This is an optimization exercise on Yosys and OpenROAD, whose aim is small area and a short achievable clock period, not a production implementation. Only simulation tests tie the RTL to the original design; equivalence was not proved. No activity file was given, so power comes from the tool's default toggle rates.

==> flow/design.v <==
module full_adder(output sum,
                  output carry_out,
                  input x,
                  input y,
                  input carry_in);
assign sum = x ^ y ^ carry_in;
assign carry_out = (x & y) | (x & carry_in) | (y & carry_in);
endmodule
module g_and2(output y, input a, input b);
assign y = a & b;
endmodule
module g_aoi21(output y, input a, input b, input c);
assign y = ~((a & b) | c);
endmodule
module g_inv(output y, input a);
assign y = ~a;
endmodule
module g_nand2(output y, input a, input b);
assign y = ~(a & b);
endmodule
module g_nor2(output y, input a, input b);
assign y = ~(a | b);
endmodule
module g_oai21(output y, input a, input b, input c);
assign y = ~((a | b) & c);
endmodule
module g_or2(output y, input a, input b);
assign y = a | b;
endmodule
module g_xnor2(output y, input a, input b);
assign y = ~(a ^ b);
endmodule
module g_xor2(output y, input a, input b);
assign y = a ^ b;
endmodule
module half_adder_n(output sum_n,
                    output carry_n,
                    input a_n,
                    input b_n);
xnor_n xs(sum_n, a_n, b_n);
or_n oc(carry_n, a_n, b_n);
endmodule
module xnor_n(output y, input a, input b);
assign y = ~(a ^ b);
endmodule
module or_n(output y, input a, input b);
assign y = a | b;
endmodule
module fir_3tap (input clk,
                 input [7:0] Xin,
                 input [7:0] H0,
                 input [7:0] H1,
                 input [7:0] H2,
                 output reg [15:0] Yout);
reg [15:0] Q1n, Q2n;
wire t2_p0_0 = ~(Xin[0] & H2[0]);
wire t2_p0_1 = ~(Xin[0] & H2[1]);
wire t2_p0_2 = ~(Xin[0] & H2[2]);
wire t2_p0_3 = ~(Xin[0] & H2[3]);
wire t2_p0_4 = ~(Xin[0] & H2[4]);
wire t2_p0_5 = ~(Xin[0] & H2[5]);
wire t2_p0_6 = ~(Xin[0] & H2[6]);
wire t2_p0_7 = ~(Xin[0] & H2[7]);
wire t2_p1_0 = ~(Xin[1] & H2[0]);
wire t2_p1_1 = ~(Xin[1] & H2[1]);
wire t2_p1_2 = ~(Xin[1] & H2[2]);
wire t2_p1_3 = ~(Xin[1] & H2[3]);
wire t2_p1_4 = ~(Xin[1] & H2[4]);
wire t2_p1_5 = ~(Xin[1] & H2[5]);
wire t2_p1_6 = ~(Xin[1] & H2[6]);
wire t2_p1_7 = ~(Xin[1] & H2[7]);
wire t2_p2_0 = ~(Xin[2] & H2[0]);
wire t2_p2_1 = ~(Xin[2] & H2[1]);
wire t2_p2_2 = ~(Xin[2] & H2[2]);
wire t2_p2_3 = ~(Xin[2] & H2[3]);
wire t2_p2_4 = ~(Xin[2] & H2[4]);
wire t2_p2_5 = ~(Xin[2] & H2[5]);
wire t2_p2_6 = ~(Xin[2] & H2[6]);
wire t2_p2_7 = ~(Xin[2] & H2[7]);
wire t2_p3_0 = ~(Xin[3] & H2[0]);
wire t2_p3_1 = ~(Xin[3] & H2[1]);
wire t2_p3_2 = ~(Xin[3] & H2[2]);
wire t2_p3_3 = ~(Xin[3] & H2[3]);
wire t2_p3_4 = ~(Xin[3] & H2[4]);
wire t2_p3_5 = ~(Xin[3] & H2[5]);
wire t2_p3_6 = ~(Xin[3] & H2[6]);
wire t2_p3_7 = ~(Xin[3] & H2[7]);
wire t2_p4_0 = ~(Xin[4] & H2[0]);
wire t2_p4_1 = ~(Xin[4] & H2[1]);
wire t2_p4_2 = ~(Xin[4] & H2[2]);
wire t2_p4_3 = ~(Xin[4] & H2[3]);
wire t2_p4_4 = ~(Xin[4] & H2[4]);
wire t2_p4_5 = ~(Xin[4] & H2[5]);
wire t2_p4_6 = ~(Xin[4] & H2[6]);
wire t2_p4_7 = ~(Xin[4] & H2[7]);
wire t2_p5_0 = ~(Xin[5] & H2[0]);
wire t2_p5_1 = ~(Xin[5] & H2[1]);
wire t2_p5_2 = ~(Xin[5] & H2[2]);
wire t2_p5_3 = ~(Xin[5] & H2[3]);
wire t2_p5_4 = ~(Xin[5] & H2[4]);
wire t2_p5_5 = ~(Xin[5] & H2[5]);
wire t2_p5_6 = ~(Xin[5] & H2[6]);
wire t2_p5_7 = ~(Xin[5] & H2[7]);
wire t2_p6_0 = ~(Xin[6] & H2[0]);
wire t2_p6_1 = ~(Xin[6] & H2[1]);
wire t2_p6_2 = ~(Xin[6] & H2[2]);
wire t2_p6_3 = ~(Xin[6] & H2[3]);
wire t2_p6_4 = ~(Xin[6] & H2[4]);
wire t2_p6_5 = ~(Xin[6] & H2[5]);
wire t2_p6_6 = ~(Xin[6] & H2[6]);
wire t2_p6_7 = ~(Xin[6] & H2[7]);
wire t2_p7_0 = ~(Xin[7] & H2[0]);
wire t2_p7_1 = ~(Xin[7] & H2[1]);
wire t2_p7_2 = ~(Xin[7] & H2[2]);
wire t2_p7_3 = ~(Xin[7] & H2[3]);
wire t2_p7_4 = ~(Xin[7] & H2[4]);
wire t2_p7_5 = ~(Xin[7] & H2[5]);
wire t2_p7_6 = ~(Xin[7] & H2[6]);
wire t2_p7_7 = ~(Xin[7] & H2[7]);
wire t2_s0, t2_c0;
half_adder_n t2_ha1 (t2_s0, t2_c0, t2_p0_6, t2_p1_5);
wire t2_s1, t2_c1;
full_adder t2_fa2 (t2_s1, t2_c1, t2_p0_7, t2_p1_6, t2_p2_5);
wire t2_s2, t2_c2;
half_adder_n t2_ha3 (t2_s2, t2_c2, t2_p3_4, t2_p4_3);
wire t2_s3, t2_c3;
full_adder t2_fa4 (t2_s3, t2_c3, t2_p1_7, t2_p2_6, t2_p3_5);
wire t2_s4, t2_c4;
half_adder_n t2_ha5 (t2_s4, t2_c4, t2_p4_4, t2_p5_3);
wire t2_s5, t2_c5;
full_adder t2_fa6 (t2_s5, t2_c5, t2_p2_7, t2_p3_6, t2_p4_5);
wire t2_s6, t2_c6;
half_adder_n t2_ha7 (t2_s6, t2_c6, t2_p0_4, t2_p1_3);
wire t2_s7, t2_c7;
full_adder t2_fa8 (t2_s7, t2_c7, t2_p0_5, t2_p1_4, t2_p2_3);
wire t2_s8, t2_c8;
half_adder_n t2_ha9 (t2_s8, t2_c8, t2_p3_2, t2_p4_1);
wire t2_s9, t2_c9;
full_adder t2_fa10 (t2_s9, t2_c9, t2_p2_4, t2_p3_3, t2_p4_2);
wire t2_s10, t2_c10;
full_adder t2_fa11 (t2_s10, t2_c10, t2_p5_1, t2_p6_0, t2_s0);
wire t2_s11, t2_c11;
full_adder t2_fa12 (t2_s11, t2_c11, t2_p5_2, t2_p6_1, t2_p7_0);
wire t2_s12, t2_c12;
full_adder t2_fa13 (t2_s12, t2_c12, t2_c0, t2_s2, t2_s1);
wire t2_s13, t2_c13;
full_adder t2_fa14 (t2_s13, t2_c13, t2_p6_2, t2_p7_1, t2_c2);
wire t2_s14, t2_c14;
full_adder t2_fa15 (t2_s14, t2_c14, t2_s4, t2_c1, t2_s3);
wire t2_s15, t2_c15;
full_adder t2_fa16 (t2_s15, t2_c15, t2_p5_4, t2_p6_3, t2_p7_2);
wire t2_s16, t2_c16;
full_adder t2_fa17 (t2_s16, t2_c16, t2_c4, t2_c3, t2_s5);
wire t2_s17, t2_c17;
full_adder t2_fa18 (t2_s17, t2_c17, t2_p3_7, t2_p4_6, t2_p5_5);
wire t2_s18, t2_c18;
full_adder t2_fa19 (t2_s18, t2_c18, t2_p6_4, t2_p7_3, t2_c5);
wire t2_s19, t2_c19;
full_adder t2_fa20 (t2_s19, t2_c19, t2_p4_7, t2_p5_6, t2_p6_5);
wire t2_s20, t2_c20;
half_adder_n t2_ha21 (t2_s20, t2_c20, t2_p0_3, t2_p1_2);
wire t2_s21, t2_c21;
full_adder t2_fa22 (t2_s21, t2_c21, t2_p2_2, t2_p3_1, t2_p4_0);
wire t2_s22, t2_c22;
full_adder t2_fa23 (t2_s22, t2_c22, t2_p5_0, t2_c6, t2_s8);
wire t2_s23, t2_c23;
full_adder t2_fa24 (t2_s23, t2_c23, t2_c8, t2_c7, t2_s9);
wire t2_s24, t2_c24;
full_adder t2_fa25 (t2_s24, t2_c24, t2_c9, t2_s11, t2_c10);
wire t2_s25, t2_c25;
full_adder t2_fa26 (t2_s25, t2_c25, t2_c11, t2_s13, t2_c12);
wire t2_s26, t2_c26;
full_adder t2_fa27 (t2_s26, t2_c26, t2_s15, t2_c13, t2_c14);
wire t2_s27, t2_c27;
full_adder t2_fa28 (t2_s27, t2_c27, t2_c15, t2_s17, t2_c16);
wire t2_s28, t2_c28;
full_adder t2_fa29 (t2_s28, t2_c28, t2_p7_4, t2_c17, t2_s19);
wire t2_s29, t2_c29;
full_adder t2_fa30 (t2_s29, t2_c29, t2_p5_7, t2_p6_6, t2_p7_5);
wire t2_s30, t2_c30;
half_adder_n t2_ha31 (t2_s30, t2_c30, t2_p0_2, t2_p1_1);
wire t2_s31, t2_c31;
full_adder t2_fa32 (t2_s31, t2_c31, t2_p2_1, t2_p3_0, t2_s20);
wire t2_s32, t2_c32;
full_adder t2_fa33 (t2_s32, t2_c32, t2_c20, t2_s6, t2_s21);
wire t2_s33, t2_c33;
full_adder t2_fa34 (t2_s33, t2_c33, t2_c21, t2_s7, t2_s22);
wire t2_s34, t2_c34;
full_adder t2_fa35 (t2_s34, t2_c34, t2_c22, t2_s10, t2_s23);
wire t2_s35, t2_c35;
full_adder t2_fa36 (t2_s35, t2_c35, t2_c23, t2_s12, t2_s24);
wire t2_s36, t2_c36;
full_adder t2_fa37 (t2_s36, t2_c36, t2_s14, t2_c24, t2_s25);
wire t2_s37, t2_c37;
full_adder t2_fa38 (t2_s37, t2_c37, t2_s16, t2_c25, t2_s26);
wire t2_s38, t2_c38;
full_adder t2_fa39 (t2_s38, t2_c38, t2_s18, t2_c26, t2_s27);
wire t2_s39, t2_c39;
full_adder t2_fa40 (t2_s39, t2_c39, t2_c18, t2_s28, t2_c27);
wire t2_s40, t2_c40;
full_adder t2_fa41 (t2_s40, t2_c40, t2_c19, t2_s29, t2_c28);
wire t2_s41, t2_c41;
full_adder t2_fa42 (t2_s41, t2_c41, t2_p6_7, t2_p7_6, t2_c29);
wire n1;
g_xnor2 u1 (n1, t2_p0_1, t2_p1_0);
wire n2;
g_or2 u2 (n2, t2_p0_1, t2_p1_0);
wire t2_rs2, t2_rc2;
full_adder t2_rfa2 (t2_rs2, t2_rc2, t2_s30, t2_p2_0, n2);
wire t2_rs3, t2_rc3;
full_adder t2_rfa3 (t2_rs3, t2_rc3, t2_c30, t2_s31, t2_rc2);
wire n3;
g_or2 u3 (n3, t2_c31, t2_s32);
wire n4;
g_and2 u4 (n4, t2_c31, t2_s32);
wire n5;
g_aoi21 u5 (n5, n3, t2_rc3, n4);
wire n6;
g_nor2 u6 (n6, t2_c32, t2_s33);
wire n7;
g_nand2 u7 (n7, t2_c32, t2_s33);
wire n8;
g_oai21 u8 (n8, n6, n5, n7);
wire n9;
g_or2 u9 (n9, t2_c33, t2_s34);
wire n10;
g_and2 u10 (n10, t2_c33, t2_s34);
wire n11;
g_aoi21 u11 (n11, n9, n8, n10);
wire n12;
g_nor2 u12 (n12, t2_c34, t2_s35);
wire n13;
g_nand2 u13 (n13, t2_c34, t2_s35);
wire n14;
g_oai21 u14 (n14, n12, n11, n13);
wire n15;
g_nor2 u15 (n15, t2_c36, t2_s37);
wire n16;
g_nand2 u16 (n16, t2_c35, t2_s36);
wire n17;
g_nand2 u17 (n17, t2_c36, t2_s37);
wire n18;
g_oai21 u18 (n18, n15, n16, n17);
wire n19;
g_nor2 u19 (n19, t2_c35, t2_s36);
wire n20;
g_nor2 u20 (n20, n15, n19);
wire n21;
g_nor2 u21 (n21, t2_c38, t2_s39);
wire n22;
g_nand2 u22 (n22, t2_c37, t2_s38);
wire n23;
g_nand2 u23 (n23, t2_c38, t2_s39);
wire n24;
g_oai21 u24 (n24, n21, n22, n23);
wire n25;
g_nor2 u25 (n25, t2_c37, t2_s38);
wire n26;
g_nor2 u26 (n26, n21, n25);
wire n27;
g_nor2 u27 (n27, t2_c40, t2_s41);
wire n28;
g_nand2 u28 (n28, t2_c39, t2_s40);
wire n29;
g_nand2 u29 (n29, t2_c40, t2_s41);
wire n30;
g_oai21 u30 (n30, n27, n28, n29);
wire n31;
g_nor2 u31 (n31, t2_c39, t2_s40);
wire n32;
g_nor2 u32 (n32, n27, n31);
wire n33;
g_aoi21 u33 (n33, n20, n14, n18);
wire n34;
g_or2 u34 (n34, t2_c34, t2_s35);
wire n35;
g_nand2 u35 (n35, n20, n34);
wire n36;
g_aoi21 u36 (n36, n32, n24, n30);
wire n37;
g_nand2 u37 (n37, n32, n26);
wire n38;
g_oai21 u38 (n38, n37, n33, n36);
wire n39;
g_nor2 u39 (n39, n37, n35);
wire n40;
g_inv u40 (n40, n26);
wire n41;
g_inv u41 (n41, n24);
wire n42;
g_oai21 u42 (n42, n40, n33, n41);
wire n43;
g_inv u43 (n43, n26);
wire n44;
g_nor2 u44 (n44, n43, n35);
wire n45;
g_or2 u45 (n45, t2_c35, t2_s36);
wire n46;
g_and2 u46 (n46, t2_c35, t2_s36);
wire n47;
g_aoi21 u47 (n47, n45, n14, n46);
wire n48;
g_nand2 u48 (n48, n45, n34);
wire n49;
g_oai21 u49 (n49, n25, n33, n22);
wire n50;
g_nor2 u50 (n50, n25, n35);
wire n51;
g_or2 u51 (n51, t2_c39, t2_s40);
wire n52;
g_and2 u52 (n52, t2_c39, t2_s40);
wire n53;
g_aoi21 u53 (n53, n51, n42, n52);
wire n54;
g_nand2 u54 (n54, n51, n44);
wire n55;
g_or2 u55 (n55, t2_c41, t2_p7_7);
wire n56;
g_and2 u56 (n56, t2_c41, t2_p7_7);
wire n57;
g_aoi21 u57 (n57, n55, n38, n56);
wire n58;
g_nand2 u58 (n58, n55, n39);
wire n59;
g_xor2 u59 (n59, t2_c31, t2_s32);
wire n60;
g_xor2 u60 (n60, n59, t2_rc3);
wire n61;
g_xor2 u61 (n61, t2_c32, t2_s33);
wire n62;
g_xnor2 u62 (n62, n61, n5);
wire n63;
g_xor2 u63 (n63, t2_c33, t2_s34);
wire n64;
g_xor2 u64 (n64, n63, n8);
wire n65;
g_xor2 u65 (n65, t2_c34, t2_s35);
wire n66;
g_xnor2 u66 (n66, n65, n11);
wire n67;
g_xor2 u67 (n67, t2_c35, t2_s36);
wire n68;
g_xor2 u68 (n68, n67, n14);
wire n69;
g_xor2 u69 (n69, t2_c36, t2_s37);
wire n70;
g_xnor2 u70 (n70, n69, n47);
wire n71;
g_xor2 u71 (n71, t2_c37, t2_s38);
wire n72;
g_xnor2 u72 (n72, n71, n33);
wire n73;
g_xor2 u73 (n73, t2_c38, t2_s39);
wire n74;
g_xor2 u74 (n74, n73, n49);
wire n75;
g_xor2 u75 (n75, t2_c39, t2_s40);
wire n76;
g_xor2 u76 (n76, n75, n42);
wire n77;
g_xor2 u77 (n77, t2_c40, t2_s41);
wire n78;
g_xnor2 u78 (n78, n77, n53);
wire n79;
g_xor2 u79 (n79, t2_c41, t2_p7_7);
wire n80;
g_xor2 u80 (n80, n79, n38);
wire n81;
g_inv u81 (n81, n57);
wire [15:0] t2_sn = {n81, n80, n78, n76, n74, n72, n70, n68, n66, n64, n62, n60, t2_rs3, t2_rs2, n1, t2_p0_0};
wire t1_p0_0 = ~(Xin[0] & H1[0]);
wire t1_p0_1 = ~(Xin[0] & H1[1]);
wire t1_p0_2 = ~(Xin[0] & H1[2]);
wire t1_p0_3 = ~(Xin[0] & H1[3]);
wire t1_p0_4 = ~(Xin[0] & H1[4]);
wire t1_p0_5 = ~(Xin[0] & H1[5]);
wire t1_p0_6 = ~(Xin[0] & H1[6]);
wire t1_p0_7 = ~(Xin[0] & H1[7]);
wire t1_p1_0 = ~(Xin[1] & H1[0]);
wire t1_p1_1 = ~(Xin[1] & H1[1]);
wire t1_p1_2 = ~(Xin[1] & H1[2]);
wire t1_p1_3 = ~(Xin[1] & H1[3]);
wire t1_p1_4 = ~(Xin[1] & H1[4]);
wire t1_p1_5 = ~(Xin[1] & H1[5]);
wire t1_p1_6 = ~(Xin[1] & H1[6]);
wire t1_p1_7 = ~(Xin[1] & H1[7]);
wire t1_p2_0 = ~(Xin[2] & H1[0]);
wire t1_p2_1 = ~(Xin[2] & H1[1]);
wire t1_p2_2 = ~(Xin[2] & H1[2]);
wire t1_p2_3 = ~(Xin[2] & H1[3]);
wire t1_p2_4 = ~(Xin[2] & H1[4]);
wire t1_p2_5 = ~(Xin[2] & H1[5]);
wire t1_p2_6 = ~(Xin[2] & H1[6]);
wire t1_p2_7 = ~(Xin[2] & H1[7]);
wire t1_p3_0 = ~(Xin[3] & H1[0]);
wire t1_p3_1 = ~(Xin[3] & H1[1]);
wire t1_p3_2 = ~(Xin[3] & H1[2]);
wire t1_p3_3 = ~(Xin[3] & H1[3]);
wire t1_p3_4 = ~(Xin[3] & H1[4]);
wire t1_p3_5 = ~(Xin[3] & H1[5]);
wire t1_p3_6 = ~(Xin[3] & H1[6]);
wire t1_p3_7 = ~(Xin[3] & H1[7]);
wire t1_p4_0 = ~(Xin[4] & H1[0]);
wire t1_p4_1 = ~(Xin[4] & H1[1]);
wire t1_p4_2 = ~(Xin[4] & H1[2]);
wire t1_p4_3 = ~(Xin[4] & H1[3]);
wire t1_p4_4 = ~(Xin[4] & H1[4]);
wire t1_p4_5 = ~(Xin[4] & H1[5]);
wire t1_p4_6 = ~(Xin[4] & H1[6]);
wire t1_p4_7 = ~(Xin[4] & H1[7]);
wire t1_p5_0 = ~(Xin[5] & H1[0]);
wire t1_p5_1 = ~(Xin[5] & H1[1]);
wire t1_p5_2 = ~(Xin[5] & H1[2]);
wire t1_p5_3 = ~(Xin[5] & H1[3]);
wire t1_p5_4 = ~(Xin[5] & H1[4]);
wire t1_p5_5 = ~(Xin[5] & H1[5]);
wire t1_p5_6 = ~(Xin[5] & H1[6]);
wire t1_p5_7 = ~(Xin[5] & H1[7]);
wire t1_p6_0 = ~(Xin[6] & H1[0]);
wire t1_p6_1 = ~(Xin[6] & H1[1]);
wire t1_p6_2 = ~(Xin[6] & H1[2]);
wire t1_p6_3 = ~(Xin[6] & H1[3]);
wire t1_p6_4 = ~(Xin[6] & H1[4]);
wire t1_p6_5 = ~(Xin[6] & H1[5]);
wire t1_p6_6 = ~(Xin[6] & H1[6]);
wire t1_p6_7 = ~(Xin[6] & H1[7]);
wire t1_p7_0 = ~(Xin[7] & H1[0]);
wire t1_p7_1 = ~(Xin[7] & H1[1]);
wire t1_p7_2 = ~(Xin[7] & H1[2]);
wire t1_p7_3 = ~(Xin[7] & H1[3]);
wire t1_p7_4 = ~(Xin[7] & H1[4]);
wire t1_p7_5 = ~(Xin[7] & H1[5]);
wire t1_p7_6 = ~(Xin[7] & H1[6]);
wire t1_p7_7 = ~(Xin[7] & H1[7]);
wire t1_s0, t1_c0;
half_adder_n t1_ha1 (t1_s0, t1_c0, Q1n[5], t1_p0_5);
wire t1_s1, t1_c1;
full_adder t1_fa2 (t1_s1, t1_c1, Q1n[6], t1_p0_6, t1_p1_5);
wire t1_s2, t1_c2;
half_adder_n t1_ha3 (t1_s2, t1_c2, t1_p2_4, t1_p3_3);
wire t1_s3, t1_c3;
full_adder t1_fa4 (t1_s3, t1_c3, Q1n[7], t1_p0_7, t1_p1_6);
wire t1_s4, t1_c4;
full_adder t1_fa5 (t1_s4, t1_c4, t1_p2_5, t1_p3_4, t1_p4_3);
wire t1_s5, t1_c5;
half_adder_n t1_ha6 (t1_s5, t1_c5, t1_p5_2, t1_p6_1);
wire t1_s6, t1_c6;
full_adder t1_fa7 (t1_s6, t1_c6, Q1n[8], t1_p1_7, t1_p2_6);
wire t1_s7, t1_c7;
full_adder t1_fa8 (t1_s7, t1_c7, t1_p3_5, t1_p4_4, t1_p5_3);
wire t1_s8, t1_c8;
half_adder_n t1_ha9 (t1_s8, t1_c8, t1_p6_2, t1_p7_1);
wire t1_s9, t1_c9;
full_adder t1_fa10 (t1_s9, t1_c9, Q1n[9], t1_p2_7, t1_p3_6);
wire t1_s10, t1_c10;
full_adder t1_fa11 (t1_s10, t1_c10, t1_p4_5, t1_p5_4, t1_p6_3);
wire t1_s11, t1_c11;
full_adder t1_fa12 (t1_s11, t1_c11, Q1n[10], t1_p3_7, t1_p4_6);
wire t1_s12, t1_c12;
half_adder_n t1_ha13 (t1_s12, t1_c12, Q1n[3], t1_p0_3);
wire t1_s13, t1_c13;
full_adder t1_fa14 (t1_s13, t1_c13, Q1n[4], t1_p0_4, t1_p1_3);
wire t1_s14, t1_c14;
half_adder_n t1_ha15 (t1_s14, t1_c14, t1_p2_2, t1_p3_1);
wire t1_s15, t1_c15;
full_adder t1_fa16 (t1_s15, t1_c15, t1_p1_4, t1_p2_3, t1_p3_2);
wire t1_s16, t1_c16;
full_adder t1_fa17 (t1_s16, t1_c16, t1_p4_1, t1_p5_0, t1_s0);
wire t1_s17, t1_c17;
full_adder t1_fa18 (t1_s17, t1_c17, t1_p4_2, t1_p5_1, t1_p6_0);
wire t1_s18, t1_c18;
full_adder t1_fa19 (t1_s18, t1_c18, t1_c0, t1_s2, t1_s1);
wire t1_s19, t1_c19;
full_adder t1_fa20 (t1_s19, t1_c19, t1_p7_0, t1_c2, t1_s5);
wire t1_s20, t1_c20;
full_adder t1_fa21 (t1_s20, t1_c20, t1_c1, t1_s3, t1_s4);
wire t1_s21, t1_c21;
full_adder t1_fa22 (t1_s21, t1_c21, t1_c5, t1_s8, t1_c3);
wire t1_s22, t1_c22;
full_adder t1_fa23 (t1_s22, t1_c22, t1_c4, t1_s6, t1_s7);
wire t1_s23, t1_c23;
full_adder t1_fa24 (t1_s23, t1_c23, t1_p7_2, t1_c8, t1_c6);
wire t1_s24, t1_c24;
full_adder t1_fa25 (t1_s24, t1_c24, t1_c7, t1_s10, t1_s9);
wire t1_s25, t1_c25;
full_adder t1_fa26 (t1_s25, t1_c25, t1_p5_5, t1_p6_4, t1_p7_3);
wire t1_s26, t1_c26;
full_adder t1_fa27 (t1_s26, t1_c26, t1_c10, t1_c9, t1_s11);
wire t1_s27, t1_c27;
full_adder t1_fa28 (t1_s27, t1_c27, Q1n[11], t1_p4_7, t1_p5_6);
wire t1_s28, t1_c28;
full_adder t1_fa29 (t1_s28, t1_c28, t1_p6_5, t1_p7_4, t1_c11);
wire t1_s29, t1_c29;
full_adder t1_fa30 (t1_s29, t1_c29, Q1n[12], t1_p5_7, t1_p6_6);
wire t1_s30, t1_c30;
half_adder_n t1_ha31 (t1_s30, t1_c30, Q1n[2], t1_p0_2);
wire t1_s31, t1_c31;
full_adder t1_fa32 (t1_s31, t1_c31, t1_p1_2, t1_p2_1, t1_p3_0);
wire t1_s32, t1_c32;
full_adder t1_fa33 (t1_s32, t1_c32, t1_p4_0, t1_c12, t1_s14);
wire t1_s33, t1_c33;
full_adder t1_fa34 (t1_s33, t1_c33, t1_c14, t1_c13, t1_s15);
wire t1_s34, t1_c34;
full_adder t1_fa35 (t1_s34, t1_c34, t1_c15, t1_s17, t1_c16);
wire t1_s35, t1_c35;
full_adder t1_fa36 (t1_s35, t1_c35, t1_c17, t1_s19, t1_c18);
wire t1_s36, t1_c36;
full_adder t1_fa37 (t1_s36, t1_c36, t1_c19, t1_c20, t1_s21);
wire t1_s37, t1_c37;
full_adder t1_fa38 (t1_s37, t1_c37, t1_c21, t1_c22, t1_s23);
wire t1_s38, t1_c38;
full_adder t1_fa39 (t1_s38, t1_c38, t1_s25, t1_c23, t1_c24);
wire t1_s39, t1_c39;
full_adder t1_fa40 (t1_s39, t1_c39, t1_c25, t1_s27, t1_c26);
wire t1_s40, t1_c40;
full_adder t1_fa41 (t1_s40, t1_c40, t1_p7_5, t1_c27, t1_s29);
wire t1_s41, t1_c41;
full_adder t1_fa42 (t1_s41, t1_c41, Q1n[13], t1_p6_7, t1_p7_6);
wire t1_s42, t1_c42;
half_adder_n t1_ha43 (t1_s42, t1_c42, Q1n[1], t1_p0_1);
wire t1_s43, t1_c43;
full_adder t1_fa44 (t1_s43, t1_c43, t1_p1_1, t1_p2_0, t1_s30);
wire t1_s44, t1_c44;
full_adder t1_fa45 (t1_s44, t1_c44, t1_c30, t1_s12, t1_s31);
wire t1_s45, t1_c45;
full_adder t1_fa46 (t1_s45, t1_c45, t1_c31, t1_s13, t1_s32);
wire t1_s46, t1_c46;
full_adder t1_fa47 (t1_s46, t1_c46, t1_c32, t1_s16, t1_s33);
wire t1_s47, t1_c47;
full_adder t1_fa48 (t1_s47, t1_c47, t1_c33, t1_s18, t1_s34);
wire t1_s48, t1_c48;
full_adder t1_fa49 (t1_s48, t1_c48, t1_s20, t1_c34, t1_s35);
wire t1_s49, t1_c49;
full_adder t1_fa50 (t1_s49, t1_c49, t1_s22, t1_c35, t1_s36);
wire t1_s50, t1_c50;
full_adder t1_fa51 (t1_s50, t1_c50, t1_s24, t1_c36, t1_s37);
wire t1_s51, t1_c51;
full_adder t1_fa52 (t1_s51, t1_c51, t1_s26, t1_c37, t1_s38);
wire t1_s52, t1_c52;
full_adder t1_fa53 (t1_s52, t1_c52, t1_s28, t1_c38, t1_s39);
wire t1_s53, t1_c53;
full_adder t1_fa54 (t1_s53, t1_c53, t1_c28, t1_s40, t1_c39);
wire t1_s54, t1_c54;
full_adder t1_fa55 (t1_s54, t1_c54, t1_c29, t1_s41, t1_c40);
wire t1_s55, t1_c55;
full_adder t1_fa56 (t1_s55, t1_c55, Q1n[14], t1_p7_7, t1_c41);
wire n82;
g_xnor2 u82 (n82, Q1n[0], t1_p0_0);
wire n83;
g_or2 u83 (n83, Q1n[0], t1_p0_0);
wire t1_rs1, t1_rc1;
full_adder t1_rfa1 (t1_rs1, t1_rc1, t1_s42, t1_p1_0, n83);
wire t1_rs2, t1_rc2;
full_adder t1_rfa2 (t1_rs2, t1_rc2, t1_c42, t1_s43, t1_rc1);
wire t1_rs3, t1_rc3;
full_adder t1_rfa3 (t1_rs3, t1_rc3, t1_c43, t1_s44, t1_rc2);
wire n84;
g_or2 u84 (n84, t1_c44, t1_s45);
wire n85;
g_and2 u85 (n85, t1_c44, t1_s45);
wire n86;
g_aoi21 u86 (n86, n84, t1_rc3, n85);
wire n87;
g_nor2 u87 (n87, t1_c45, t1_s46);
wire n88;
g_nand2 u88 (n88, t1_c45, t1_s46);
wire n89;
g_oai21 u89 (n89, n87, n86, n88);
wire n90;
g_or2 u90 (n90, t1_c46, t1_s47);
wire n91;
g_and2 u91 (n91, t1_c46, t1_s47);
wire n92;
g_aoi21 u92 (n92, n90, n89, n91);
wire n93;
g_nor2 u93 (n93, t1_c47, t1_s48);
wire n94;
g_nand2 u94 (n94, t1_c47, t1_s48);
wire n95;
g_oai21 u95 (n95, n93, n92, n94);
wire n96;
g_nor2 u96 (n96, t1_c49, t1_s50);
wire n97;
g_nand2 u97 (n97, t1_c48, t1_s49);
wire n98;
g_nand2 u98 (n98, t1_c49, t1_s50);
wire n99;
g_oai21 u99 (n99, n96, n97, n98);
wire n100;
g_nor2 u100 (n100, t1_c48, t1_s49);
wire n101;
g_nor2 u101 (n101, n96, n100);
wire n102;
g_nor2 u102 (n102, t1_c51, t1_s52);
wire n103;
g_nand2 u103 (n103, t1_c50, t1_s51);
wire n104;
g_nand2 u104 (n104, t1_c51, t1_s52);
wire n105;
g_oai21 u105 (n105, n102, n103, n104);
wire n106;
g_nor2 u106 (n106, t1_c50, t1_s51);
wire n107;
g_nor2 u107 (n107, n102, n106);
wire n108;
g_nor2 u108 (n108, t1_c53, t1_s54);
wire n109;
g_nand2 u109 (n109, t1_c52, t1_s53);
wire n110;
g_nand2 u110 (n110, t1_c53, t1_s54);
wire n111;
g_oai21 u111 (n111, n108, n109, n110);
wire n112;
g_nor2 u112 (n112, t1_c52, t1_s53);
wire n113;
g_nor2 u113 (n113, n108, n112);
wire n114;
g_aoi21 u114 (n114, n101, n95, n99);
wire n115;
g_or2 u115 (n115, t1_c47, t1_s48);
wire n116;
g_nand2 u116 (n116, n101, n115);
wire n117;
g_aoi21 u117 (n117, n113, n105, n111);
wire n118;
g_nand2 u118 (n118, n113, n107);
wire n119;
g_oai21 u119 (n119, n118, n114, n117);
wire n120;
g_nor2 u120 (n120, n118, n116);
wire n121;
g_inv u121 (n121, n107);
wire n122;
g_inv u122 (n122, n105);
wire n123;
g_oai21 u123 (n123, n121, n114, n122);
wire n124;
g_inv u124 (n124, n107);
wire n125;
g_nor2 u125 (n125, n124, n116);
wire n126;
g_or2 u126 (n126, t1_c48, t1_s49);
wire n127;
g_and2 u127 (n127, t1_c48, t1_s49);
wire n128;
g_aoi21 u128 (n128, n126, n95, n127);
wire n129;
g_nand2 u129 (n129, n126, n115);
wire n130;
g_oai21 u130 (n130, n106, n114, n103);
wire n131;
g_nor2 u131 (n131, n106, n116);
wire n132;
g_or2 u132 (n132, t1_c52, t1_s53);
wire n133;
g_and2 u133 (n133, t1_c52, t1_s53);
wire n134;
g_aoi21 u134 (n134, n132, n123, n133);
wire n135;
g_nand2 u135 (n135, n132, n125);
wire n136;
g_or2 u136 (n136, t1_c54, t1_s55);
wire n137;
g_and2 u137 (n137, t1_c54, t1_s55);
wire n138;
g_aoi21 u138 (n138, n136, n119, n137);
wire n139;
g_nand2 u139 (n139, n136, n120);
wire n140;
g_xor2 u140 (n140, t1_c44, t1_s45);
wire n141;
g_xor2 u141 (n141, n140, t1_rc3);
wire n142;
g_xor2 u142 (n142, t1_c45, t1_s46);
wire n143;
g_xnor2 u143 (n143, n142, n86);
wire n144;
g_xor2 u144 (n144, t1_c46, t1_s47);
wire n145;
g_xor2 u145 (n145, n144, n89);
wire n146;
g_xor2 u146 (n146, t1_c47, t1_s48);
wire n147;
g_xnor2 u147 (n147, n146, n92);
wire n148;
g_xor2 u148 (n148, t1_c48, t1_s49);
wire n149;
g_xor2 u149 (n149, n148, n95);
wire n150;
g_xor2 u150 (n150, t1_c49, t1_s50);
wire n151;
g_xnor2 u151 (n151, n150, n128);
wire n152;
g_xor2 u152 (n152, t1_c50, t1_s51);
wire n153;
g_xnor2 u153 (n153, n152, n114);
wire n154;
g_xor2 u154 (n154, t1_c51, t1_s52);
wire n155;
g_xor2 u155 (n155, n154, n130);
wire n156;
g_xor2 u156 (n156, t1_c52, t1_s53);
wire n157;
g_xor2 u157 (n157, n156, n123);
wire n158;
g_xor2 u158 (n158, t1_c53, t1_s54);
wire n159;
g_xnor2 u159 (n159, n158, n134);
wire n160;
g_xor2 u160 (n160, t1_c54, t1_s55);
wire n161;
g_xor2 u161 (n161, n160, n119);
wire n162;
g_xor2 u162 (n162, t1_c55, Q1n[15]);
wire n163;
g_xnor2 u163 (n163, n162, n138);
wire [15:0] t1_sn = {n163, n161, n159, n157, n155, n153, n151, n149, n147, n145, n143, n141, t1_rs3, t1_rs2, t1_rs1, n82};
wire t0_p0_0 = ~(Xin[0] & H0[0]);
wire t0_p0_1 = ~(Xin[0] & H0[1]);
wire t0_p0_2 = ~(Xin[0] & H0[2]);
wire t0_p0_3 = ~(Xin[0] & H0[3]);
wire t0_p0_4 = ~(Xin[0] & H0[4]);
wire t0_p0_5 = ~(Xin[0] & H0[5]);
wire t0_p0_6 = ~(Xin[0] & H0[6]);
wire t0_p0_7 = ~(Xin[0] & H0[7]);
wire t0_p1_0 = ~(Xin[1] & H0[0]);
wire t0_p1_1 = ~(Xin[1] & H0[1]);
wire t0_p1_2 = ~(Xin[1] & H0[2]);
wire t0_p1_3 = ~(Xin[1] & H0[3]);
wire t0_p1_4 = ~(Xin[1] & H0[4]);
wire t0_p1_5 = ~(Xin[1] & H0[5]);
wire t0_p1_6 = ~(Xin[1] & H0[6]);
wire t0_p1_7 = ~(Xin[1] & H0[7]);
wire t0_p2_0 = ~(Xin[2] & H0[0]);
wire t0_p2_1 = ~(Xin[2] & H0[1]);
wire t0_p2_2 = ~(Xin[2] & H0[2]);
wire t0_p2_3 = ~(Xin[2] & H0[3]);
wire t0_p2_4 = ~(Xin[2] & H0[4]);
wire t0_p2_5 = ~(Xin[2] & H0[5]);
wire t0_p2_6 = ~(Xin[2] & H0[6]);
wire t0_p2_7 = ~(Xin[2] & H0[7]);
wire t0_p3_0 = ~(Xin[3] & H0[0]);
wire t0_p3_1 = ~(Xin[3] & H0[1]);
wire t0_p3_2 = ~(Xin[3] & H0[2]);
wire t0_p3_3 = ~(Xin[3] & H0[3]);
wire t0_p3_4 = ~(Xin[3] & H0[4]);
wire t0_p3_5 = ~(Xin[3] & H0[5]);
wire t0_p3_6 = ~(Xin[3] & H0[6]);
wire t0_p3_7 = ~(Xin[3] & H0[7]);
wire t0_p4_0 = ~(Xin[4] & H0[0]);
wire t0_p4_1 = ~(Xin[4] & H0[1]);
wire t0_p4_2 = ~(Xin[4] & H0[2]);
wire t0_p4_3 = ~(Xin[4] & H0[3]);
wire t0_p4_4 = ~(Xin[4] & H0[4]);
wire t0_p4_5 = ~(Xin[4] & H0[5]);
wire t0_p4_6 = ~(Xin[4] & H0[6]);
wire t0_p4_7 = ~(Xin[4] & H0[7]);
wire t0_p5_0 = ~(Xin[5] & H0[0]);
wire t0_p5_1 = ~(Xin[5] & H0[1]);
wire t0_p5_2 = ~(Xin[5] & H0[2]);
wire t0_p5_3 = ~(Xin[5] & H0[3]);
wire t0_p5_4 = ~(Xin[5] & H0[4]);
wire t0_p5_5 = ~(Xin[5] & H0[5]);
wire t0_p5_6 = ~(Xin[5] & H0[6]);
wire t0_p5_7 = ~(Xin[5] & H0[7]);
wire t0_p6_0 = ~(Xin[6] & H0[0]);
wire t0_p6_1 = ~(Xin[6] & H0[1]);
wire t0_p6_2 = ~(Xin[6] & H0[2]);
wire t0_p6_3 = ~(Xin[6] & H0[3]);
wire t0_p6_4 = ~(Xin[6] & H0[4]);
wire t0_p6_5 = ~(Xin[6] & H0[5]);
wire t0_p6_6 = ~(Xin[6] & H0[6]);
wire t0_p6_7 = ~(Xin[6] & H0[7]);
wire t0_p7_0 = ~(Xin[7] & H0[0]);
wire t0_p7_1 = ~(Xin[7] & H0[1]);
wire t0_p7_2 = ~(Xin[7] & H0[2]);
wire t0_p7_3 = ~(Xin[7] & H0[3]);
wire t0_p7_4 = ~(Xin[7] & H0[4]);
wire t0_p7_5 = ~(Xin[7] & H0[5]);
wire t0_p7_6 = ~(Xin[7] & H0[6]);
wire t0_p7_7 = ~(Xin[7] & H0[7]);
wire t0_s0, t0_c0;
half_adder_n t0_ha1 (t0_s0, t0_c0, Q2n[5], t0_p0_5);
wire t0_s1, t0_c1;
full_adder t0_fa2 (t0_s1, t0_c1, Q2n[6], t0_p0_6, t0_p1_5);
wire t0_s2, t0_c2;
half_adder_n t0_ha3 (t0_s2, t0_c2, t0_p2_4, t0_p3_3);
wire t0_s3, t0_c3;
full_adder t0_fa4 (t0_s3, t0_c3, Q2n[7], t0_p0_7, t0_p1_6);
wire t0_s4, t0_c4;
full_adder t0_fa5 (t0_s4, t0_c4, t0_p2_5, t0_p3_4, t0_p4_3);
wire t0_s5, t0_c5;
half_adder_n t0_ha6 (t0_s5, t0_c5, t0_p5_2, t0_p6_1);
wire t0_s6, t0_c6;
full_adder t0_fa7 (t0_s6, t0_c6, Q2n[8], t0_p1_7, t0_p2_6);
wire t0_s7, t0_c7;
full_adder t0_fa8 (t0_s7, t0_c7, t0_p3_5, t0_p4_4, t0_p5_3);
wire t0_s8, t0_c8;
half_adder_n t0_ha9 (t0_s8, t0_c8, t0_p6_2, t0_p7_1);
wire t0_s9, t0_c9;
full_adder t0_fa10 (t0_s9, t0_c9, Q2n[9], t0_p2_7, t0_p3_6);
wire t0_s10, t0_c10;
full_adder t0_fa11 (t0_s10, t0_c10, t0_p4_5, t0_p5_4, t0_p6_3);
wire t0_s11, t0_c11;
full_adder t0_fa12 (t0_s11, t0_c11, Q2n[10], t0_p3_7, t0_p4_6);
wire t0_s12, t0_c12;
half_adder_n t0_ha13 (t0_s12, t0_c12, Q2n[3], t0_p0_3);
wire t0_s13, t0_c13;
full_adder t0_fa14 (t0_s13, t0_c13, Q2n[4], t0_p0_4, t0_p1_3);
wire t0_s14, t0_c14;
half_adder_n t0_ha15 (t0_s14, t0_c14, t0_p2_2, t0_p3_1);
wire t0_s15, t0_c15;
full_adder t0_fa16 (t0_s15, t0_c15, t0_p1_4, t0_p2_3, t0_p3_2);
wire t0_s16, t0_c16;
full_adder t0_fa17 (t0_s16, t0_c16, t0_p4_1, t0_p5_0, t0_s0);
wire t0_s17, t0_c17;
full_adder t0_fa18 (t0_s17, t0_c17, t0_p4_2, t0_p5_1, t0_p6_0);
wire t0_s18, t0_c18;
full_adder t0_fa19 (t0_s18, t0_c18, t0_c0, t0_s2, t0_s1);
wire t0_s19, t0_c19;
full_adder t0_fa20 (t0_s19, t0_c19, t0_p7_0, t0_c2, t0_s5);
wire t0_s20, t0_c20;
full_adder t0_fa21 (t0_s20, t0_c20, t0_c1, t0_s3, t0_s4);
wire t0_s21, t0_c21;
full_adder t0_fa22 (t0_s21, t0_c21, t0_c5, t0_s8, t0_c3);
wire t0_s22, t0_c22;
full_adder t0_fa23 (t0_s22, t0_c22, t0_c4, t0_s6, t0_s7);
wire t0_s23, t0_c23;
full_adder t0_fa24 (t0_s23, t0_c23, t0_p7_2, t0_c8, t0_c6);
wire t0_s24, t0_c24;
full_adder t0_fa25 (t0_s24, t0_c24, t0_c7, t0_s10, t0_s9);
wire t0_s25, t0_c25;
full_adder t0_fa26 (t0_s25, t0_c25, t0_p5_5, t0_p6_4, t0_p7_3);
wire t0_s26, t0_c26;
full_adder t0_fa27 (t0_s26, t0_c26, t0_c10, t0_c9, t0_s11);
wire t0_s27, t0_c27;
full_adder t0_fa28 (t0_s27, t0_c27, Q2n[11], t0_p4_7, t0_p5_6);
wire t0_s28, t0_c28;
full_adder t0_fa29 (t0_s28, t0_c28, t0_p6_5, t0_p7_4, t0_c11);
wire t0_s29, t0_c29;
full_adder t0_fa30 (t0_s29, t0_c29, Q2n[12], t0_p5_7, t0_p6_6);
wire t0_s30, t0_c30;
half_adder_n t0_ha31 (t0_s30, t0_c30, Q2n[2], t0_p0_2);
wire t0_s31, t0_c31;
full_adder t0_fa32 (t0_s31, t0_c31, t0_p1_2, t0_p2_1, t0_p3_0);
wire t0_s32, t0_c32;
full_adder t0_fa33 (t0_s32, t0_c32, t0_p4_0, t0_c12, t0_s14);
wire t0_s33, t0_c33;
full_adder t0_fa34 (t0_s33, t0_c33, t0_c14, t0_c13, t0_s15);
wire t0_s34, t0_c34;
full_adder t0_fa35 (t0_s34, t0_c34, t0_c15, t0_s17, t0_c16);
wire t0_s35, t0_c35;
full_adder t0_fa36 (t0_s35, t0_c35, t0_c17, t0_s19, t0_c18);
wire t0_s36, t0_c36;
full_adder t0_fa37 (t0_s36, t0_c36, t0_c19, t0_c20, t0_s21);
wire t0_s37, t0_c37;
full_adder t0_fa38 (t0_s37, t0_c37, t0_c21, t0_c22, t0_s23);
wire t0_s38, t0_c38;
full_adder t0_fa39 (t0_s38, t0_c38, t0_s25, t0_c23, t0_c24);
wire t0_s39, t0_c39;
full_adder t0_fa40 (t0_s39, t0_c39, t0_c25, t0_s27, t0_c26);
wire t0_s40, t0_c40;
full_adder t0_fa41 (t0_s40, t0_c40, t0_p7_5, t0_c27, t0_s29);
wire t0_s41, t0_c41;
full_adder t0_fa42 (t0_s41, t0_c41, Q2n[13], t0_p6_7, t0_p7_6);
wire t0_s42, t0_c42;
half_adder_n t0_ha43 (t0_s42, t0_c42, Q2n[1], t0_p0_1);
wire t0_s43, t0_c43;
full_adder t0_fa44 (t0_s43, t0_c43, t0_p1_1, t0_p2_0, t0_s30);
wire t0_s44, t0_c44;
full_adder t0_fa45 (t0_s44, t0_c44, t0_c30, t0_s12, t0_s31);
wire t0_s45, t0_c45;
full_adder t0_fa46 (t0_s45, t0_c45, t0_c31, t0_s13, t0_s32);
wire t0_s46, t0_c46;
full_adder t0_fa47 (t0_s46, t0_c46, t0_c32, t0_s16, t0_s33);
wire t0_s47, t0_c47;
full_adder t0_fa48 (t0_s47, t0_c47, t0_c33, t0_s18, t0_s34);
wire t0_s48, t0_c48;
full_adder t0_fa49 (t0_s48, t0_c48, t0_s20, t0_c34, t0_s35);
wire t0_s49, t0_c49;
full_adder t0_fa50 (t0_s49, t0_c49, t0_s22, t0_c35, t0_s36);
wire t0_s50, t0_c50;
full_adder t0_fa51 (t0_s50, t0_c50, t0_s24, t0_c36, t0_s37);
wire t0_s51, t0_c51;
full_adder t0_fa52 (t0_s51, t0_c51, t0_s26, t0_c37, t0_s38);
wire t0_s52, t0_c52;
full_adder t0_fa53 (t0_s52, t0_c52, t0_s28, t0_c38, t0_s39);
wire t0_s53, t0_c53;
full_adder t0_fa54 (t0_s53, t0_c53, t0_c28, t0_s40, t0_c39);
wire t0_s54, t0_c54;
full_adder t0_fa55 (t0_s54, t0_c54, t0_c29, t0_s41, t0_c40);
wire t0_s55, t0_c55;
full_adder t0_fa56 (t0_s55, t0_c55, Q2n[14], t0_p7_7, t0_c41);
wire n164;
g_xnor2 u164 (n164, Q2n[0], t0_p0_0);
wire n165;
g_or2 u165 (n165, Q2n[0], t0_p0_0);
wire t0_rs1, t0_rc1;
full_adder t0_rfa1 (t0_rs1, t0_rc1, t0_s42, t0_p1_0, n165);
wire t0_rs2, t0_rc2;
full_adder t0_rfa2 (t0_rs2, t0_rc2, t0_c42, t0_s43, t0_rc1);
wire t0_rs3, t0_rc3;
full_adder t0_rfa3 (t0_rs3, t0_rc3, t0_c43, t0_s44, t0_rc2);
wire n166;
g_or2 u166 (n166, t0_c44, t0_s45);
wire n167;
g_and2 u167 (n167, t0_c44, t0_s45);
wire n168;
g_aoi21 u168 (n168, n166, t0_rc3, n167);
wire n169;
g_nor2 u169 (n169, t0_c45, t0_s46);
wire n170;
g_nand2 u170 (n170, t0_c45, t0_s46);
wire n171;
g_oai21 u171 (n171, n169, n168, n170);
wire n172;
g_or2 u172 (n172, t0_c46, t0_s47);
wire n173;
g_and2 u173 (n173, t0_c46, t0_s47);
wire n174;
g_aoi21 u174 (n174, n172, n171, n173);
wire n175;
g_nor2 u175 (n175, t0_c47, t0_s48);
wire n176;
g_nand2 u176 (n176, t0_c47, t0_s48);
wire n177;
g_oai21 u177 (n177, n175, n174, n176);
wire n178;
g_nor2 u178 (n178, t0_c49, t0_s50);
wire n179;
g_nand2 u179 (n179, t0_c48, t0_s49);
wire n180;
g_nand2 u180 (n180, t0_c49, t0_s50);
wire n181;
g_oai21 u181 (n181, n178, n179, n180);
wire n182;
g_nor2 u182 (n182, t0_c48, t0_s49);
wire n183;
g_nor2 u183 (n183, n178, n182);
wire n184;
g_nor2 u184 (n184, t0_c51, t0_s52);
wire n185;
g_nand2 u185 (n185, t0_c50, t0_s51);
wire n186;
g_nand2 u186 (n186, t0_c51, t0_s52);
wire n187;
g_oai21 u187 (n187, n184, n185, n186);
wire n188;
g_nor2 u188 (n188, t0_c50, t0_s51);
wire n189;
g_nor2 u189 (n189, n184, n188);
wire n190;
g_nor2 u190 (n190, t0_c53, t0_s54);
wire n191;
g_nand2 u191 (n191, t0_c52, t0_s53);
wire n192;
g_nand2 u192 (n192, t0_c53, t0_s54);
wire n193;
g_oai21 u193 (n193, n190, n191, n192);
wire n194;
g_nor2 u194 (n194, t0_c52, t0_s53);
wire n195;
g_nor2 u195 (n195, n190, n194);
wire n196;
g_aoi21 u196 (n196, n183, n177, n181);
wire n197;
g_or2 u197 (n197, t0_c47, t0_s48);
wire n198;
g_nand2 u198 (n198, n183, n197);
wire n199;
g_aoi21 u199 (n199, n195, n187, n193);
wire n200;
g_nand2 u200 (n200, n195, n189);
wire n201;
g_oai21 u201 (n201, n200, n196, n199);
wire n202;
g_nor2 u202 (n202, n200, n198);
wire n203;
g_inv u203 (n203, n189);
wire n204;
g_inv u204 (n204, n187);
wire n205;
g_oai21 u205 (n205, n203, n196, n204);
wire n206;
g_inv u206 (n206, n189);
wire n207;
g_nor2 u207 (n207, n206, n198);
wire n208;
g_or2 u208 (n208, t0_c48, t0_s49);
wire n209;
g_and2 u209 (n209, t0_c48, t0_s49);
wire n210;
g_aoi21 u210 (n210, n208, n177, n209);
wire n211;
g_nand2 u211 (n211, n208, n197);
wire n212;
g_oai21 u212 (n212, n188, n196, n185);
wire n213;
g_nor2 u213 (n213, n188, n198);
wire n214;
g_or2 u214 (n214, t0_c52, t0_s53);
wire n215;
g_and2 u215 (n215, t0_c52, t0_s53);
wire n216;
g_aoi21 u216 (n216, n214, n205, n215);
wire n217;
g_nand2 u217 (n217, n214, n207);
wire n218;
g_or2 u218 (n218, t0_c54, t0_s55);
wire n219;
g_and2 u219 (n219, t0_c54, t0_s55);
wire n220;
g_aoi21 u220 (n220, n218, n201, n219);
wire n221;
g_nand2 u221 (n221, n218, n202);
wire n222;
g_inv u222 (n222, n164);
wire n223;
g_inv u223 (n223, t0_rs1);
wire n224;
g_inv u224 (n224, t0_rs2);
wire n225;
g_inv u225 (n225, t0_rs3);
wire n226;
g_xor2 u226 (n226, t0_c44, t0_s45);
wire n227;
g_xnor2 u227 (n227, n226, t0_rc3);
wire n228;
g_xor2 u228 (n228, t0_c45, t0_s46);
wire n229;
g_xor2 u229 (n229, n228, n168);
wire n230;
g_xor2 u230 (n230, t0_c46, t0_s47);
wire n231;
g_xnor2 u231 (n231, n230, n171);
wire n232;
g_xor2 u232 (n232, t0_c47, t0_s48);
wire n233;
g_xor2 u233 (n233, n232, n174);
wire n234;
g_xor2 u234 (n234, t0_c48, t0_s49);
wire n235;
g_xnor2 u235 (n235, n234, n177);
wire n236;
g_xor2 u236 (n236, t0_c49, t0_s50);
wire n237;
g_xor2 u237 (n237, n236, n210);
wire n238;
g_xor2 u238 (n238, t0_c50, t0_s51);
wire n239;
g_xor2 u239 (n239, n238, n196);
wire n240;
g_xor2 u240 (n240, t0_c51, t0_s52);
wire n241;
g_xnor2 u241 (n241, n240, n212);
wire n242;
g_xor2 u242 (n242, t0_c52, t0_s53);
wire n243;
g_xnor2 u243 (n243, n242, n205);
wire n244;
g_xor2 u244 (n244, t0_c53, t0_s54);
wire n245;
g_xor2 u245 (n245, n244, n216);
wire n246;
g_xor2 u246 (n246, t0_c54, t0_s55);
wire n247;
g_xnor2 u247 (n247, n246, n201);
wire n248;
g_xor2 u248 (n248, t0_c55, Q2n[15]);
wire n249;
g_xor2 u249 (n249, n248, n220);
wire [15:0] t0_sn = {n249, n247, n245, n243, n241, n239, n237, n235, n233, n231, n229, n227, n225, n224, n223, n222};
always @(posedge clk) begin
  Q1n  <= t2_sn;
  Q2n  <= t1_sn;
  Yout <= t0_sn;
end
endmodule
==> flow/flow/run.sh <==
#!/bin/bash
# The standard layout (standard.sh), with two changes to how it is made:
# - ports are buffered with buf_1 instead of the default delay buffer;
# - repair_timing aims for 6.8 ns of setup slack instead of 0.
set -euo pipefail
export SETUP_SLACK_MARGIN=6.8
export BUFFER_PORTS_ARGS="-buffer_cell sky130_fd_sc_hd__buf_1"
bash standard.sh > standard.log 2>&1
==> flow/standard.sh <==
#!/bin/bash
# synth_recipe.tcl (not shown) runs the flow's synth.tcl, then flattens the netlist and writes it again
# the make line also repeats each setting of config.mk as NAME=value (left out here)
make -C /OpenROAD-flow-scripts/flow DESIGN_CONFIG=/design/flow/config.mk WORK_HOME=/design/flow/orfs CLKGATE_MAP_FILE= SYNTH_SCRIPT=/design/flow/synth_recipe.tcl "${@:-finish}"
==> flow/config.mk <==
export PLATFORM = sky130hd
export DESIGN_NAME = fir_3tap
export DESIGN_NICKNAME = fir_3tap
export VERILOG_FILES = /design/flow/design.v
export SDC_FILE = /design/flow/constraint.sdc
export NUM_CORES = 4
export LEC_CHECK = 0
export CAP_MARGIN = 20
export CORE_MARGIN = 2
export CORE_UTILIZATION = 65
export CTS_BUF_LIST = sky130_fd_sc_hd__clkbuf_8
export SLEW_MARGIN = 20
export SYNTH_HIERARCHICAL = 1
export SYNTH_MINIMUM_KEEP_SIZE = 0
export TNS_END_PERCENT = 0
==> flow/constraint.sdc <==
create_clock -name core_clock -period 12.5 [get_ports {clk}]
set_input_delay 2.5000 -clock core_clock [delete_from_list [all_inputs] [get_ports {clk}]]
set_output_delay 2.5000 -clock core_clock [all_outputs]
set_load 0.01 [all_outputs]
==> summary.txt, run 1 <==
Net Switching = 0.9568 mW
Pint = 1.065 mW
outcome = no timing/DRC/antenna violations
Inserted Clock Buffers = 5
arrival time of the worst setup path = 5.82 ns
floorplan core area = 9729 sq um
Cell Rows = 36
HPWL after DPL = 9676 um
transition time at the pin with the least slew margin = 0.4554 ns
share of final-layout standard cells stronger than drive strength 1 = 10.77%
end-of-flow core utilization = 71.46%
Initial Util = 66.86%
H-tree Lvls = 2
max-slew violation total from the final report = 0
final-stage net count = 886
Placed Instances = 836
total gr overflow = 0
relative contribution of the clock network to total power = 5.7%
critical path type = in2reg
worst-path maximum fanout = 24
via count = 4552
peak supply drop = 262.3 uV
max capacitance violation total = 0
Switching Share = 47.33%
fraction of the yosys area taken by sequential cells = 14.77%
number of warnings printed during yosys synthesis = 7
overall fraction of global-route tracks in use = 25.19%
per-instance average area after synthesis = 9.469 sq um
Overall Power = 2.021 mW
die width = 104.0 um
clock input transition at the sequential cells of the worst setup and hold paths = 0.10 ns
Period minus WS final = 5.604 ns
Vias per Instance = 5.368
number of nets in the synthesized netlist = 859
kind of start point of the critical path = input port
port bufs = 48
post-route worst setup slack = 6.896 ns
number of register bits inferred by synthesis = 48
count of different cell masters after synthesis = 14
CTS Sinks = 48
achievable clock frequency = 178.5 MHz
Hold WS = 0.4577 ns
die outline area = 10820 sq um
worst hold path class = reg2reg
endpoint kind of the worst setup timing path = flip-flop
maximum buffer depth of the clock tree = 2
routability congestion estimate = 0.8231
clock root buffer = sky130_fd_sc_hd__clkbuf_8
clock tree from TritonCTS = done
final-report hold violation count = 0
summed area of non-filler cells in the final layout = 6953 sq um
violation count after the first detailed-routing iteration = 232
Leak Pwr = 2.506 nW
antenna diode count = 0
top library cells by usage in the layout, fill and taps aside = sky130_fd_sc_hd__nand2_1 (219), sky130_fd_sc_hd__fa_1 (136), sky130_fd_sc_hd__xor2_1 (53)
RSZ-0062 raised after global routing = yes
fin crit share = 44.83%
number of standard cells in the layout, taps in and fillers out = 848
die extent in y = 104.0 um
part of the total power dissipated in sequential elements = 14.2%
detail-routed net length per standard cell = 14.75 um
worst setup slack after placement = 6.191 ns
detailed-router iteration count before antenna repair = 5
hold-critical path depth = 1
number of global-route vias before repair = 4831
hold path startpoint = Q1n[0]$_DFF_P_
growth of design area from synthesis to finish = 6.886%
number of failing setup endpoints in the final timing report = 0
Cells after Synth = 687
worst-case headroom to the max-slew limit = 69.64%
Setup Skew = 0.01114 ns
number of ports placed on the die boundary = 49
largest net degree at the start of global routing = 25
Post-Syn Area = 6505 sq um
Residual DRC = 0
post-place instance area = 6644 sq um
critical path startpoint = Xin[0]
required time at the endpoint of the critical path = 12.72 ns
CTS Hold Bufs = 0
Comb power frac = 80.1%
reg-to-reg critical path startpoint = Q1n[7]$_DFF_P_
fill cell count = 758
PwrDens = 290.7 nW/um^2
first-pass GRT wire length = 22020 um
number of cells traversed by the worst register-to-register path = 10
most common cell after layout, fill and taps aside = sky130_fd_sc_hd__nand2_1
final-layout setup total negative slack = 0 ns
total routed wirelength = 12500 um
number of antenna violations at the first check in global routing = 0
clock latency on the worst-skew pair = 0.32 ns
Final ANT Viol Nets = 0
[per-module statistics from Yosys, one instance, submodules excluded, excerpt]
module | flip-flops and latches | area [sq um] | cells inside
g_nand2 | 0 | 3.754 | 1
g_aoi21 | 0 | 8.758 | 1
g_xnor2 | 0 | 8.758 | 1
fir_3tap | 48 | 1961 | 280
or_n | 0 | 6.256 | 1
g_oai21 | 0 | 5.005 | 1
g_xor2 | 0 | 8.758 | 1
xnor_n | 0 | 8.758 | 1
g_and2 | 0 | 6.256 | 1
full_adder | 0 | 20.02 | 1
[Yosys cell counts, drive strengths merged]
cell type | number | area share (%)
or2 | 41 | 3.9
fa | 139 | 43
xor2 | 53 | 7.1
o21ai | 24 | 1.8
dfxtp | 48 | 15
buf | 40 | 4.3
nand2 | 219 | 13
xnor2 | 43 | 5.8
inv | 11 | 0.63
a21oi | 21 | 2.8
nor2 | 33 | 1.9
and2 | 15 | 1.4
[power groups by stage]
stage / logic, mW / clock network, mW / registers (mW)
after CTS: 1.51 / 0.117 / 0.288
after global routing: 1.82 / 0.124 / 0.295
after floorplan: 1.23 / 0 / 0.297
final: 1.62 / 0.115 / 0.287
after global placement: 1.41 / 0 / 0.293
after detailed placement: 1.47 / 0 / 0.291
[critical path, cell delays in order]
cell and delay [ns]:
sky130_fd_sc_hd__buf_1 0.12, sky130_fd_sc_hd__buf_12 0.19, sky130_fd_sc_hd__nand2_1 0.10, sky130_fd_sc_hd__fa_1 0.51, sky130_fd_sc_hd__fa_1 0.48, sky130_fd_sc_hd__fa_1 0.51
sky130_fd_sc_hd__fa_1 0.61, sky130_fd_sc_hd__nor2_1 0.08, sky130_fd_sc_hd__nor2_2 0.18, sky130_fd_sc_hd__a21oi_4 0.11, sky130_fd_sc_hd__o21ai_2 0.21, sky130_fd_sc_hd__a21oi_2 0.08
sky130_fd_sc_hd__xnor2_1 0.12
[cell type report]
class                   instances  area (sq um)  share of cell area (%)
inverters                      11         41.29                  0.5938
multi-input cells             588          5320                   76.52
well taps                     133         166.4                   2.393
repair buffers                 60         356.6                   5.129
clock inverters                 3         38.79                  0.5579
flip-flops and latches         48         960.9                   13.82
clock buffers                   5         68.82                  0.9897
[path summary, 6_finish.rpt]
kind                endpoint  slack (ns)
max          Q2n[13]$_DFF_P_        6.90
min           Q2n[0]$_DFF_P_        0.46
max reg2reg  Q2n[13]$_DFF_P_        9.23
min reg2reg   Q2n[0]$_DFF_P_        0.46
[routing by layer]
metal,track usage (%),wire length [um],vias up
li1,-,-,2123
met1,34.01,5185,2281
met2,43.47,6443,131
met3,3.383,659,17
met4,6.371,216,0
met5,0,0,-
[registers in the layout, summed over array words and instances, names as in the netlist]
register and flops:
Q1n 16, Q2n 16, Yout 16
[repair_timing]
action                     in CTS  in global routing
setup endpoints to repair      11                 17
pin swaps                       2                  8
buffers inserted                2                  2
resized for setup               5                 49
[logic make-up (layout without fill, tap and decap cells)]
kind of cell | Yosys count | in the layout | share of synthesized area [%]
xor gates and xnor gates | 96 | 96 | 12.93
and+or+nand+nor | 308 | 308 | 19.93
adders and majority gates | 139 | 139 | 42.78
buffers and inverters | 51 | 79 | 4.924
AOI/OAI and AO/OA | 45 | 45 | 4.674
DFF | 48 | 48 | 14.77
==> run 2, diff against run 1 <==
--- a/flow/config.mk
+++ b/flow/config.mk
@@ -14,2 +14 @@
 export SYNTH_MINIMUM_KEEP_SIZE = 0
-export TNS_END_PERCENT = 0
==> run 2 against run 1 <==
  * Synthesized area is the same
  * Sequential power hardly changed
  * Still clean
  * Synthesized cell count stayed put
  * Die area stayed put
  * Sequential share of layout area shrank 0.17 points
  * Register-to-register slack improved by 0.03 ns
==> summary.txt, run 2 <==
outcome = no timing/DRC/antenna violations
clock tree from TritonCTS = done
R2R setup slack = 9.26 ns
number of global-route vias before repair = 4850
worst-case headroom to the max-slew limit = 73.29%
clock latency on the worst-skew pair = 0.32 ns
mux share of post-synthesis cell area = 0%
Inserted Clock Buffers = 5
parity-gate share of the synthesized area counting xor and xnor cells = 12.93%
fill cell count = 759
number of nets in the synthesized netlist = 859
floorplan core area = 9729 sq um
top library cells by usage in the layout, fill and taps aside = sky130_fd_sc_hd__nand2_1 (219), sky130_fd_sc_hd__fa_1 (133), sky130_fd_sc_hd__xor2_1 (53)
routability congestion estimate = 0.8255
critical path type = in2reg
Post-Syn Area = 6505 sq um
number of antenna violations at the first check in global routing = 0
main area contributors after synthesis = sky130_fd_sc_hd__fa_1 (43%), sky130_fd_sc_hd__dfxtp_1 (15%), sky130_fd_sc_hd__nand2_1 (13%)
max capacitance violation total = 0
overall fraction of global-route tracks in use = 25.44%
Hold WS = 0.4656 ns
prevailing post-synth register cell = sky130_fd_sc_hd__dfxtp_1
total gr overflow = 0
CTS Hold Bufs = 0
Cells after Synth = 687
number of register bits inferred by synthesis = 48
final-stage net count = 891
total routed wirelength = 12700 um
number of synthesized flops with an enable pin = 0
hold path startpoint = Q1n[0]$_DFF_P_
Period minus WS final = 5.592 ns
fin crit share = 44.74%
peak supply drop = 272.5 uV
die width = 104.0 um
dominant cell by count in the synthesized netlist = sky130_fd_sc_hd__nand2_1
clock input transition at the sequential cells of the worst setup and hold paths = 0.10 ns
growth of design area from synthesis to finish = 8.213%
violation count after the first detailed-routing iteration = 234
most area-hungry cell type in the Yosys netlist = sky130_fd_sc_hd__fa_1
detailed-router iteration count before antenna repair = 5
endpoint kind of the worst setup timing path = flip-flop
Final ANT Viol Nets = 0
required time at the endpoint of the critical path = 12.71 ns
first-pass GRT wire length = 22360 um
die extent in y = 104.0 um
combinational family with the most area after synthesis = adder cells
via count = 4644
Setup Skew = 0.01118 ns
Leak Pwr = 2.544 nW
kind of start point of the critical path = input port
die outline area = 10820 sq um
summed area of non-filler cells in the final layout = 7039 sq um
clock root buffer = sky130_fd_sc_hd__clkbuf_8
HPWL after DPL = 9575 um
Reg2Reg Capture Point = Yout[13]$_DFF_P_
arrival time of the worst setup path = 5.80 ns
hold-critical path depth = 1
per-instance average area after synthesis = 9.469 sq um
worst hold path class = reg2reg
achievable clock frequency = 178.8 MHz
simple-gate area share of the yosys netlist = 19.93%
PwrDens = 292.9 nW/um^2
number of cells traversed by the worst register-to-register path = 10
Async S/R FF share, synth = 0%
detail-routed net length per standard cell = 14.89 um
registers with the highest flip-flop counts = Q1n x16, Q2n x16, Yout x16
share of final-layout standard cells stronger than drive strength 1 = 11.94%
CTS Sinks = 48
antenna diode count = 0
fraction of the yosys area taken by sequential cells = 14.77%
Residual DRC = 0
Initial Util = 66.86%
number of warnings printed during yosys synthesis = 7
complex-gate fraction of the synthesized area = 4.674%
port bufs = 48
max-slew violation total from the final report = 0
Worst Hold End = Q2n[0]$_DFF_P_
top cell types by occurrence after synthesis = sky130_fd_sc_hd__nand2_1 (219), sky130_fd_sc_hd__fa_1 (139), sky130_fd_sc_hd__xor2_1 (53), sky130_fd_sc_hd__dfxtp_1 (48), sky130_fd_sc_hd__xnor2_1 (43)
most common cell after layout, fill and taps aside = sky130_fd_sc_hd__nand2_1
count of different cell masters after synthesis = 14
number of ports placed on the die boundary = 49
maximum buffer depth of the clock tree = 2
H-tree Lvls = 2
reg-to-reg critical path startpoint = Q2n[7]$_DFF_P_
area share of the largest cell type after synthesis = 42.78%
final-report hold violation count = 0
Vias per Instance = 5.444
Post-Synth Adder-Cell Area = 42.78%
largest net degree at the start of global routing = 25
transition time at the pin with the least slew margin = 0.4006 ns
number of failing setup endpoints in the final timing report = 0
post-place instance area = 6644 sq um
worst-path maximum fanout = 24
final-layout setup total negative slack = 0 ns
RSZ-0062 raised after global routing = no
Cell Rows = 36
-- run 2: cell types whose count changed in the layout (fill, tap and decap cells not counted), sizes merged --
| cell | delta |
|---|---|
| buf | +2 |
| clkinv | -1 |
| inv | -1 |
| clkbuf | +5 |
-- run 2: layout make-up --
| class | count | area [sq um] | share of cell area [%] |
|---|---|---|---|
| inverters | 11 | 41.29 | 0.5866 |
| clock buffers | 7 | 96.34 | 1.369 |
| multi-input cells | 588 | 5313 | 75.47 |
| clock inverters | 1 | 30.03 | 0.4266 |
| repair buffers | 65 | 431.7 | 6.132 |
| well taps | 133 | 166.4 | 2.364 |
| flip-flops and latches | 48 | 960.9 | 13.65 |
-- run 2: logic make-up after synthesis --
group,count (synthesis)
simple gates,308
compound gates,45
fa+ha+maj,139
xor+xnor,96
buf+inv,51
flops,48
-- run 2: where the power goes --
part | internal (mW) | leakage (nW) | switching (mW)
Combinational | 0.784 | 2.07 | 0.861
Clock | 0.0707 | 0.0645 | 0.0583
Sequential | 0.257 | 0.405 | 0.0314
Total | 1.11 | 2.54 | 0.951
-- run 2: per-stage QoR --
step	worst slack (ns)	total power, mW	util [%]	std cells
finish	6.908	2.062	72.35	853
global route	6.773	2.293	72.35	853
CTS	6.760	1.921	69.84	846
detailed placement	6.191	1.762	68.29	836
global placement	5.922	1.706	68.17	835
floorplan	6.816	1.526	-	687
-- run 2: timing repair --
action	4_1_cts	5_1_grt
setup endpoints to repair	11	15
pin swaps	1	6
setup buffers	2	6
gates cloned	0	1
resized for setup	4	56
-- run 2: worst max-delay path, cell delays in order --
cell and delay [ns]:
sky130_fd_sc_hd__buf_1 0.14, sky130_fd_sc_hd__buf_12 0.19, sky130_fd_sc_hd__nand2_1 0.10, sky130_fd_sc_hd__fa_1 0.51, sky130_fd_sc_hd__fa_1 0.48, sky130_fd_sc_hd__fa_1 0.52, sky130_fd_sc_hd__fa_2 0.60, sky130_fd_sc_hd__nand2_1 0.08
sky130_fd_sc_hd__o21ai_2 0.18, sky130_fd_sc_hd__a21oi_4 0.07, sky130_fd_sc_hd__o21ai_2 0.20, sky130_fd_sc_hd__a21oi_2 0.08, sky130_fd_sc_hd__xor2_1 0.16
-- run 2: worst max path at each step --
stage                start          endpoint  cells past startpoint
floorplan            H0[5]  Yout[15]$_DFF_P_                     12
global placement    Xin[2]  Yout[15]$_DFF_P_                     13
detailed placement  Xin[2]  Yout[15]$_DFF_P_                     14
CTS                 Xin[2]  Yout[15]$_DFF_P_                     14
global route        Xin[0]   Q2n[11]$_DFF_P_                     15
finish              Xin[0]  Yout[13]$_DFF_P_                     13
-- run 2: per-module statistics from Yosys, one instance, submodules excluded, a selection --
module,cells,flops+latches,times used,area [sq um]
g_or2,1,0,18,6.256
full_adder,1,0,139,20.02
fir_3tap,280,48,1,1961
xnor_n,1,0,23,8.758
g_xnor2,1,0,20,8.758
or_n,1,0,23,6.256
g_xor2,1,0,53,8.758
g_inv,1,0,11,3.754
g_oai21,1,0,24,5.005
g_aoi21,1,0,21,8.758
g_and2,1,0,15,6.256
g_nor2,1,0,33,3.754
-- run 2: metal layers --
layer	GRT usage (%)	vias up	wire length [um]
li1	-	2139	-
met1	35.26	2342	5231
met2	42.95	147	6550
met3	3.759	16	726
met4	5.792	0	191
met5	0	-	0

==> separate check: timing with driven ports <==
How much do the figures lean on ideal ports? The routed layouts below were timed once more, with nothing changed but the port constraints. Step 1 sets driving cells, clkbuf_16 on the clock port and buf_2 on the other inputs (assumed; they add their load-dependent delay and slew). Step 2 moves the port delays by t, midway between the first and last clock arrival at a register: inputs arrive t later, outputs are due t later. That takes back most of the time a late clock gives input paths. Slacks: ideal / step 1 / step 2; pairs: ideal / step 1.
run	t, ns	setup WS [ns]	latest minus earliest clock arrival (ns)	cell pins on the clock port's net
run 1	0.342	6.896 / 6.906 / 6.564	0.012 / 0.012	1
run 2	0.344	6.908 / 6.919 / 6.576	0.011 / 0.011	1
After both steps every run listed still meets setup and hold.
